This design comes from an exercise in tuning for small area on the open sky130 flow, not from production work.
RTL that was checked went through simulation tests only; none was proved equivalent to the original.

==> inputs of build 1 <==
## atm
module atm
	    (
	    CLK,
	    RESET,
	    TARJETA_RECIBIDA,
	    TIPO_DE_TARJETA,
	    PIN,
	    DIGITO,
	    DIGITO_STB,
	    TIPO_TRANS,
	    MONTO,
	    MONTO_STB,
	    BALANCE_ACTUALIZADO,
	    ENTREGAR_DINERO,
	    FONDOS_INSUFICIENTES,
	    PIN_INCORRECTO,
	    ADVERTENCIA,
	    BLOQUEO
	    );
==> module atm, before the edit <==
module atm
	    (
	    CLK,
	    RESET,
	    TARJETA_RECIBIDA,
	    TIPO_DE_TARJETA,
	    PIN,
	    DIGITO,
	    DIGITO_STB,
	    TIPO_TRANS,
	    MONTO,
	    MONTO_STB,
	    BALANCE_ACTUALIZADO,
	    ENTREGAR_DINERO,
	    FONDOS_INSUFICIENTES,
	    PIN_INCORRECTO,
	    ADVERTENCIA,
	    BLOQUEO
	    );
input
	CLK,
	RESET,			 
	TARJETA_RECIBIDA,
	TIPO_DE_TARJETA,	 
	DIGITO_STB,		 
	TIPO_TRANS,		 
	MONTO_STB;		 
input [15:0] PIN;		 
input [3:0] DIGITO;
input [31:0] MONTO;
output reg
	BALANCE_ACTUALIZADO,
	ENTREGAR_DINERO,
	FONDOS_INSUFICIENTES;
output
	PIN_INCORRECTO,
	ADVERTENCIA,
	BLOQUEO;
localparam [2:0]
	S_IDLE	= 3'b000,
	S_PIN0	= 3'b001,
	S_PIN1	= 3'b011,
	S_PIN2	= 3'b010,
	S_ID	= 3'b100,
	S_WD	= 3'b101,
	S_DEP	= 3'b110,
	S_BLK	= 3'b111;
reg [2:0] estado;
reg [31:0] BAL_lo;		 
reg [31:0] BAL_hi;		 
reg pendiente;			 
reg [1:0] Contador_PIN;		 
reg [11:0] PIN_usuario;		 
reg error_pin;			 
wire in_idle	= (estado == S_IDLE);
wire in_pin	= ~estado[2] & (estado[1] | estado[0]);
wire in_blk	= (estado == S_BLK);
wire in_wd	= (estado == S_WD);
wire in_dep	= (estado == S_DEP);
wire cuarto	= in_pin & DIGITO_STB & (Contador_PIN == 2'd3);
wire igual	= ({PIN_usuario, DIGITO} == PIN);
wire correcto	= cuarto & igual;
wire erroneo	= cuarto & ~igual;
wire usa_monto	= in_wd | in_dep;
wire resta	= in_wd | in_idle;	 
wire [31:0] op	= ({32{usa_monto}} & MONTO) ^ {{31{resta}}, in_wd};
wire [31:0] suma;
wire acarreo;
add32 u_suma (.a(BAL_lo), .b(op), .ci(pendiente), .s(suma), .co(acarreo));
wire hi_m	= |BAL_hi[30:1];
wire hi_nz	= hi_m | BAL_hi[0] | BAL_hi[31];
wire fb_up	= BAL_hi[0] ^ BAL_hi[1] ^ BAL_hi[2] ^ BAL_hi[22] ^ ~(hi_m | BAL_hi[31]);
wire fb_dn	= BAL_hi[31] ^ BAL_hi[0] ^ BAL_hi[1] ^ BAL_hi[21] ^ ~(hi_m | BAL_hi[0]);
wire mayor	= hi_nz | acarreo;	 
wire cobra	= in_idle & TARJETA_RECIBIDA & TIPO_DE_TARJETA;
wire retira	= in_wd & MONTO_STB & mayor;
wire rechaza	= in_wd & MONTO_STB & ~mayor;
wire deposita	= in_dep & MONTO_STB;
wire limpia	= ~RESET | (in_idle & ~TARJETA_RECIBIDA);
wire guarda	= (in_wd & ~retira) | (in_dep & ~MONTO_STB) | (in_idle & ~TIPO_DE_TARJETA);
wire guarda_pre	= ((in_wd | in_dep) & ~MONTO_STB) | (in_idle & ~TIPO_DE_TARJETA);
wire espera_c	= in_wd & ~hi_nz;	 
wire [31:0] lo_c = acarreo ? suma : BAL_lo;
wire [31:0] lo_n = guarda_pre ? BAL_lo : (espera_c ? lo_c : suma);
reg paso_sube, paso_baja;
wire h_up	= ~limpia & paso_sube;
wire h_dn	= ~limpia & paso_baja;
wire h_keep	= ~limpia & ~paso_sube & ~paso_baja;
wire [31:0] hi_prox = ({32{h_up}} & {fb_up, BAL_hi[31:1]}) |
		      ({32{h_dn}} & {BAL_hi[30:0], fb_dn}) |
		      ({32{h_keep}} & BAL_hi);
assign PIN_INCORRECTO	= error_pin | in_blk;
assign ADVERTENCIA	= error_pin & (estado == S_PIN2);
assign BLOQUEO		= in_blk & ~error_pin;
reg [2:0] prox;
always @(*) begin
	prox = estado;
	case (estado)
		S_IDLE:	if (TARJETA_RECIBIDA) prox = S_PIN0;
		S_PIN0:	if (correcto) prox = S_ID; else if (erroneo) prox = S_PIN1;
		S_PIN1:	if (correcto) prox = S_ID; else if (erroneo) prox = S_PIN2;
		S_PIN2:	if (correcto) prox = S_ID; else if (erroneo) prox = S_BLK;
		S_ID:	prox = TIPO_TRANS ? S_WD : S_DEP;
		S_WD:	if (MONTO_STB) prox = S_IDLE;
		S_DEP:	if (MONTO_STB) prox = S_IDLE;
		default: prox = S_BLK;
	endcase
end
always @(posedge CLK) begin
	if (DIGITO_STB)
		PIN_usuario <= {PIN_usuario[7:0], DIGITO};
	BAL_hi <= hi_prox;
	if (limpia) begin
		BAL_lo		<= 32'd0;
		pendiente	<= 1'b0;
		paso_sube	<= 1'b0;
		paso_baja	<= 1'b0;
	end else begin
		BAL_lo <= lo_n;
		if (~guarda)
			pendiente <= retira;
		paso_sube	<= ~guarda & ~resta & acarreo;
		paso_baja	<= ~guarda & resta & ~acarreo;
	end
	if (~RESET) begin
		estado			<= S_IDLE;
		Contador_PIN		<= 2'd0;
		BALANCE_ACTUALIZADO	<= 1'b0;
		ENTREGAR_DINERO		<= 1'b0;
		FONDOS_INSUFICIENTES	<= 1'b0;
		error_pin		<= 1'b0;
	end else begin
		estado <= prox;
		if (in_pin & DIGITO_STB)
			Contador_PIN <= Contador_PIN + 2'd1;
		BALANCE_ACTUALIZADO	<= cobra | retira | deposita;
		if (in_idle & TARJETA_RECIBIDA) begin
			ENTREGAR_DINERO		<= 1'b0;
			FONDOS_INSUFICIENTES	<= 1'b0;
		end
		if (retira)
			ENTREGAR_DINERO <= 1'b1;
		if (rechaza)
			FONDOS_INSUFICIENTES <= 1'b1;
		error_pin	<= erroneo;
	end
end
endmodule
==> flow/config.mk <==
export PLATFORM = sky130hd
export DESIGN_NAME = atm
export DESIGN_NICKNAME = atm
export VERILOG_FILES = /design/flow/design.v
export SDC_FILE = /design/flow/constraint.sdc
export NUM_CORES = 4
export LEC_CHECK = 0
export CAP_MARGIN = 20
export CORE_MARGIN = 2
export CORE_UTILIZATION = 70
export SLEW_MARGIN = 20
export SYNTH_HIERARCHICAL = 1
==> flow/constraint.sdc <==
create_clock -name core_clock -period 6.0 [get_ports {CLK}]
set_input_delay 1.2000 -clock core_clock [delete_from_list [all_inputs] [get_ports {CLK}]]
set_output_delay 1.2000 -clock core_clock [all_outputs]
set_load 0.01 [all_outputs]
standard.sh (not shown) runs the stock make flow with config.mk's settings and CLKGATE_MAP_FILE= SYNTH_SCRIPT=/design/flow/synth_recipe.tcl, a recipe that flattens the netlist after the stock synthesis.
==> flow/flow/run.sh <==
#!/bin/bash
set -euo pipefail
W=$(pwd)
cat > "$W/flow_synth.tcl" <<EOT
proc abc {args} {
  set i [lsearch -exact \$args -script]
  set a1 \$args
  set a2 \$args
  lset a1 [expr {\$i + 1}] $W/flow/abc_adder.script
  lset a2 [expr {\$i + 1}] $W/flow/abc_map.script
  yosys abc {*}\$a1 add32
  yosys abc {*}\$a2 atm
}
source $W/synth_recipe.tcl
EOT
sed "s#SYNTH_SCRIPT=[^ ]*#SYNTH_SCRIPT=$W/flow_synth.tcl#" standard.sh > flow_standard.sh
grep -q "SYNTH_SCRIPT=$W/flow_synth.tcl" flow_standard.sh
export BUFFER_PORTS_ARGS="-buffer_cell sky130_fd_sc_hd__buf_1"
export CTS_ARGS="-sink_clustering_enable -repair_clock_nets -dont_use_dummy_load -buf_list sky130_fd_sc_hd__clkbuf_4 -root_buf sky130_fd_sc_hd__clkbuf_8"
bash flow_standard.sh finish > standard_flow.log 2>&1
==> flow/flow/abc_adder.script <==
&get -n
&st
&dch
&nf -R 30
&st
&syn2
&if -g -K 6
&synch2
&nf -R 30
&st
&syn2
&if -g -K 6
&synch2
&nf -R 30
&st
&syn2
&if -g -K 6
&synch2
&nf -R 30
&st
&syn2
&if -g -K 6
&synch2
&nf -R 30
&st
&syn2
&if -g -K 6
&synch2
&nf -R 30
&put
==> flow/flow/abc_map.script <==
&get -n
&st
&deepsyn -T 60
&dch -f
&nf -R 1000
&st
&syn3
&dch -f
&nf -R 1000
&put
==> trial 31 (differences from build 1) <==
--- a/flow/design.v
+++ b/flow/design.v
@@ -31,8 +31,7 @@
 output reg
 	BALANCE_ACTUALIZADO,
 	ENTREGAR_DINERO,
-	FONDOS_INSUFICIENTES;
-output
+	FONDOS_INSUFICIENTES,
 	PIN_INCORRECTO,
 	ADVERTENCIA,
 	BLOQUEO;
@@ -51,7 +50,6 @@
 reg pendiente;			 
 reg [1:0] Contador_PIN;		 
 reg [11:0] PIN_usuario;		 
-reg error_pin;			 
 wire in_idle	= (estado == S_IDLE);
 wire in_pin	= ~estado[2] & (estado[1] | estado[0]);
 wire in_blk	= (estado == S_BLK);
@@ -78,10 +76,6 @@
 wire deposita	= in_dep & MONTO_STB;
 wire limpia	= ~RESET | (in_idle & ~TARJETA_RECIBIDA);
 wire guarda	= (in_wd & ~retira) | (in_dep & ~MONTO_STB) | (in_idle & ~TIPO_DE_TARJETA);
-wire guarda_pre	= ((in_wd | in_dep) & ~MONTO_STB) | (in_idle & ~TIPO_DE_TARJETA);
-wire espera_c	= in_wd & ~hi_nz;	 
-wire [31:0] lo_c = acarreo ? suma : BAL_lo;
-wire [31:0] lo_n = guarda_pre ? BAL_lo : (espera_c ? lo_c : suma);
 reg paso_sube, paso_baja;
 wire h_up	= ~limpia & paso_sube;
 wire h_dn	= ~limpia & paso_baja;
@@ -89,9 +83,6 @@
 wire [31:0] hi_prox = ({32{h_up}} & {fb_up, BAL_hi[31:1]}) |
 		      ({32{h_dn}} & {BAL_hi[30:0], fb_dn}) |
 		      ({32{h_keep}} & BAL_hi);
-assign PIN_INCORRECTO	= error_pin | in_blk;
-assign ADVERTENCIA	= error_pin & (estado == S_PIN2);
-assign BLOQUEO		= in_blk & ~error_pin;
 reg [2:0] prox;
 always @(*) begin
 	prox = estado;
@@ -116,9 +107,10 @@
 		paso_sube	<= 1'b0;
 		paso_baja	<= 1'b0;
 	end else begin
-		BAL_lo <= lo_n;
-		if (~guarda)
-			pendiente <= retira;
+		if (~guarda) begin
+			BAL_lo		<= suma;
+			pendiente	<= retira;
+		end
 		paso_sube	<= ~guarda & ~resta & acarreo;
 		paso_baja	<= ~guarda & resta & ~acarreo;
 	end
@@ -128,7 +120,9 @@
 		BALANCE_ACTUALIZADO	<= 1'b0;
 		ENTREGAR_DINERO		<= 1'b0;
 		FONDOS_INSUFICIENTES	<= 1'b0;
-		error_pin		<= 1'b0;
+		PIN_INCORRECTO		<= 1'b0;
+		ADVERTENCIA		<= 1'b0;
+		BLOQUEO			<= 1'b0;
 	end else begin
 		estado <= prox;
 		if (in_pin & DIGITO_STB)
@@ -142,7 +136,9 @@
 			ENTREGAR_DINERO <= 1'b1;
 		if (rechaza)
 			FONDOS_INSUFICIENTES <= 1'b1;
-		error_pin	<= erroneo;
+		PIN_INCORRECTO	<= erroneo | in_blk;
+		ADVERTENCIA	<= erroneo & (estado == S_PIN1);
+		BLOQUEO		<= in_blk;
 	end
 end
 endmodule
--- a/flow/config.mk
+++ b/flow/config.mk
@@ -7,6 +7,6 @@
 export LEC_CHECK = 0
 export CAP_MARGIN = 20
 export CORE_MARGIN = 2
-export CORE_UTILIZATION = 70
+export CORE_UTILIZATION = 55
 export SLEW_MARGIN = 20
 export SYNTH_HIERARCHICAL = 1
==> results.sh <==
export IMPL_setup_slack_ns=0.668
export IMPL_muxShareOfSynthArea_pct=0.210
export IMPL_synth_compound_area_share_pct=27.4
export IMPL_synth_common_cells="dfxtp_1, o21ai_0, clkinv_1"
export IMPL_total_power_w=0.00144
export IMPL_p_seq_w=0.000680
export IMPL_finalClockSkew_ns=0.0370
export IMPL_status="no timing/DRC/antenna violations"
export IMPL_syn_inst=518
export IMPL_ir_worst_vdd_uv=187
export IMPL_seq_share_pct=35.1
export IMPL_clock_fmax_mhz=188
export IMPL_crit_end="BAL_lo[13]$_SDFFE_PP0P_"
export IMPL_period_needed_ns=5.33
the above is filed under build 1

==> results.sh <==
export IMPL_finalClockSkew_ns=0.0252
export IMPL_period_needed_ns=5.55
export IMPL_p_seq_w=0.000772
export IMPL_setup_slack_ns=0.453
export IMPL_crit_end="BAL_lo[5]$_SDFFE_PP0N_"
export IMPL_total_power_w=0.00239
export IMPL_syn_inst=512
export IMPL_status="no timing/DRC/antenna violations"
export IMPL_synth_compound_area_share_pct=28.9
the above is filed under trial 31

Only the layout flow was run in build 1; the RTL was not checked for function there.

[afterwards: timing with drivers on the ports]
How much do the figures lean on ideal ports? The routed layouts below were timed once more, with nothing changed but the port constraints. Step 1 sets driving cells, clkbuf_16 on the clock port and buf_2 on the other inputs (assumed; they add their load-dependent delay and slew). Step 2, shift: input delay + t, output delay - t, t = (earliest + latest rising clock arrival at the registers) / 2. This alone moves slack from input paths to output paths. a / b / c = no drivers / after step 1 / after step 2; a / b = the first two.
run | shift t [ns] | setup WS [ns] | clock arrival spread, ns
build 1 | 0.369 | 0.668 / 0.668 / 0.405 | 0.037 / 0.037
trial 31 | 0.375 | 0.453 / 0.470 / 0.095 | 0.025 / 0.026
After both steps every run listed still meets setup and hold. For trial 31, which loses most, drivers alone change the setup slack by +0.017 ns; drivers and shift together by -0.358 ns.
